From an optimization exercise on the open Yosys and OpenROAD flow, aimed at small area and a short achievable clock period; shortcuts taken in it are not production practice.
The RTL was checked by simulation tests, not by an equivalence proof against the original design.
Power figures rest on the tool's default switching activity, not on a simulated workload.

Setup of run A:
// counter
module counter(out,data,load,reset,clk);
parameter n=939;
output[n-1:0] out;
input[n-1:0] data;
input load,clk,reset;
reg[n-1:0] out;
wire[n-1:0] nxt;
wire[234:0] gn;    
wire bf0;
wire bf1;
wire bf2;
wire bf3;
wire bf4;
wire bf5;
wire bf6;
wire bf7;
wire bf8;
wire bf9;
wire bf10;
wire bf11;
wire bf12;
wire bf13;
wire bf14;
wire bf15;
wire bf16;
wire bf17;
wire bf18;
wire bf19;
wire bf20;
wire bf21;
wire bf22;
wire bf23;
wire bf24;
wire bf25;
wire bf26;
wire bf27;
wire bf28;
wire bf29;
wire bf30;
wire bf31;
wire bf32;
wire bf33;
wire bf34;
wire bf35;
wire bf36;
wire bf37;
wire bf38;
wire bf39;
wire bf40;
wire bf41;
wire bf42;
wire bf43;
wire bf44;
wire bf45;
wire bf46;
wire bf47;
wire bf48;
wire bf49;
wire bf50;
wire bf51;
wire bf52;
wire bf53;
wire bf54;
wire bf55;
wire bf56;
wire bf57;
wire bf58;
wire bf59;
wire bf60;
wire bf61;
wire bf62;
wire bf63;
wire bf64;
wire bf65;
wire bf66;
wire bf67;
wire bf68;
wire bf69;
wire bf70;
wire bf71;
wire bf72;
wire bf73;
wire bf74;
wire bf75;
wire bf76;
wire bf77;
wire bf78;
wire bf79;
wire bf80;
wire bf81;
wire bf82;
wire bf83;
wire bf84;
wire bf85;
wire bf86;
wire bf87;
wire bf88;
wire bf89;
wire bf90;
wire bf91;
wire bf92;
wire bf93;
wire bf94;
wire bf95;
wire bf96;
wire bf97;
wire bf98;
wire bf99;
wire bf100;
wire bf101;
wire bf102;
wire bf103;
wire bf104;
wire bf105;
wire bf106;
wire bf107;
wire bf108;
wire bf109;
wire bf110;
wire bf111;
wire bf112;
wire bf113;
wire bf114;
wire bf115;
wire bf116;
wire p0_1;
wire p0_2;
wire p0_3;
wire p0_4;
wire p0_5;
wire p0_6;
wire p0_7;
wire p0_8;
wire p0_9;
wire p0_10;
wire p0_11;
wire p0_12;
wire p0_13;
wire p0_14;
wire p0_15;
wire p0_16;
wire p0_17;
wire p0_18;
wire p0_19;
wire p0_20;
wire p0_21;
wire p0_22;
wire p0_23;
wire p0_24;
wire p0_25;
wire p0_26;
wire p0_27;
wire p0_28;
wire p0_29;
wire p0_30;
wire p0_31;
wire p0_32;
wire p0_33;
wire p0_34;
wire p0_35;
wire p0_36;
wire p0_37;
wire p0_38;
wire p0_39;
wire p0_40;
wire p0_41;
wire p0_42;
wire p0_43;
wire p0_44;
wire p0_45;
wire p0_46;
wire p0_47;
wire p0_48;
wire p0_49;
wire p0_50;
wire p0_51;
wire p0_52;
wire p0_53;
wire p0_54;
wire p0_55;
wire p0_56;
wire p0_57;
wire p0_58;
wire p0_59;
wire p0_60;
wire p0_61;
wire p0_62;
wire p0_63;
wire p0_64;
wire p0_65;
wire p0_66;
wire p0_67;
wire p0_68;
wire p0_69;
wire p0_70;
wire p0_71;
  ...
Size: about 5,300 cells after synthesis, roughly 1,900 I/O pins, roughly 0.050 mm^2 of cells after synthesis.
clock: 7.0 ns
lec_check: 0
cap_margin: 20
core_area: 4 4 556 176
cts_cluster_diameter: 60
cts_cluster_size: 20
die_area: 0 0 560 180
place_density: 0.6
setup_slack_margin: 4.0
slew_margin: 20
synth_hierarchical: 1
synth_minimum_keep_size: 0
standard.sh (not shown) runs the stock make flow with config.mk's settings and CLKGATE_MAP_FILE= SYNTH_SCRIPT=/design/flow/synth_recipe.tcl, a recipe that flattens the netlist after the stock synthesis.
==> flow/flow/run.sh <==
#!/bin/bash
export BUFFER_PORTS_ARGS="-buffer_cell sky130_fd_sc_hd__buf_1"
export PLACE_PINS_ARGS="-min_distance 1 -min_distance_in_tracks"
cp standard.sh standard.sh.txt
bash standard.sh > standard.log 2>&1
Every stage of the flow completed for run A, and the final layout passed the timing, DRC and antenna checks.
#### Input delta (run B over run A)
-- flow/config.mk --
<<< run A, line 10
export CTS_CLUSTER_DIAMETER = 60
export CTS_CLUSTER_SIZE = 20
>>> run B, line 10
<<< run A, line 13
export PLACE_DENSITY = 0.6
export SETUP_SLACK_MARGIN = 4.0
>>> run B, line 11
export PLACE_DENSITY = 0.7
export SETUP_SLACK_MARGIN = 4.2
==> results.txt <==
For the part of the total power dissipated in combinational logic, run B came in 0.2 points higher than run A did.
Looking only at cell-internal power, and setting everything else aside, the higher value of run B and run A goes to run B.
Area: run B vs run A -> run B larger
Inputs modified between run B and run C:
-- flow/config.mk --
<<< run B, line 9
export CORE_AREA = 4 4 556 176
export DIE_AREA = 0 0 560 180
export PLACE_DENSITY = 0.7
export SETUP_SLACK_MARGIN = 4.2
>>> run C, line 9
export CORE_AREA = 4 4 296 296
export DIE_AREA = 0 0 300 300
export PLACE_DENSITY = 0.75
export SETUP_SLACK_MARGIN = 4.0
Findings:
Run C vs. run B: total instance count after detailed placement lower; post-cts gate resize count lower.
Between run C and run B, it is run C whose number of clock buffers inserted by TritonCTS is higher, by 22.
Run B has higher buffers inserted during post-CTS setup optimization than run C.
No final results exist for run C, since it was stopped by error GRT-0116 during global routing.
Looking at initial core utilization, run C sits 5.7 points above run B.
Comparing run C against run B, there is no change at all in total number of clock tree sinks.
From run C to run B, netlist area before placement did not move at all.
The inputs of run D differ from those of run C as listed below.
-- flow/config.mk --
<<< run C, line 9
export CORE_AREA = 4 4 296 296
export DIE_AREA = 0 0 300 300
export PLACE_DENSITY = 0.75
>>> run D, line 9
export CORE_AREA = 4 4 596 186
export CTS_CLUSTER_DIAMETER = 60
export CTS_CLUSTER_SIZE = 20
export DIE_AREA = 0 0 600 190
export PLACE_DENSITY = 0.5
[summary]
- NOTE number of resized instances in the post-cts repair step run C->run D increased by more than half
- Post-synth net total: run D vs run C identical
- Number of instances in the synthesized netlist came out exactly the same in run C and run D.
- Between run C and run D, pre-CTS setup slack decreased.
- Run D completed every stage of the flow, and the final layout passed the timing, DRC and antenna checks.
- Per the comparison of run D with run C, final weighted congestion of routability-driven global placement went down 12%, vertical die dimension moved down, post-DP HPWL went down, total CTS buffers shows a reduction of 49.

[what the ideal ports hide]
No port has a modelled driver above. Below, the same layouts with a new extraction and two added sets of constraints. Step 1 sets driving cells, clkbuf_16 on the clock port and buf_2 on the other inputs (assumed; they add their load-dependent delay and slew). Step 2, shift: input delay + t, output delay - t, t = (earliest + latest rising clock arrival at the registers) / 2. This alone moves slack from input paths to output paths. Slacks: no drivers / after step 1 / after step 2; pairs: no drivers / after step 1.
| run | t (ns) | setup slack, ns | hold WS [ns] | worst setup path after step 2 |
|---|---|---|---|---|
| run A | 0.756 | 3.901 / 3.901 / 3.418 | 0.539 / 0.539 / 0.539 | input to register |
| run B | 0.758 | 3.916 / 3.916 / 3.681 | 0.624 / 0.624 / 0.624 | input to register |
| run D | 0.752 | 3.898 / 3.898 / 3.362 | 0.562 / 0.562 / 0.562 | input to register |
After both steps every run listed still meets setup and hold. For run D, which loses most, drivers alone change the setup slack by 0.000 ns; drivers and shift together by -0.536 ns.
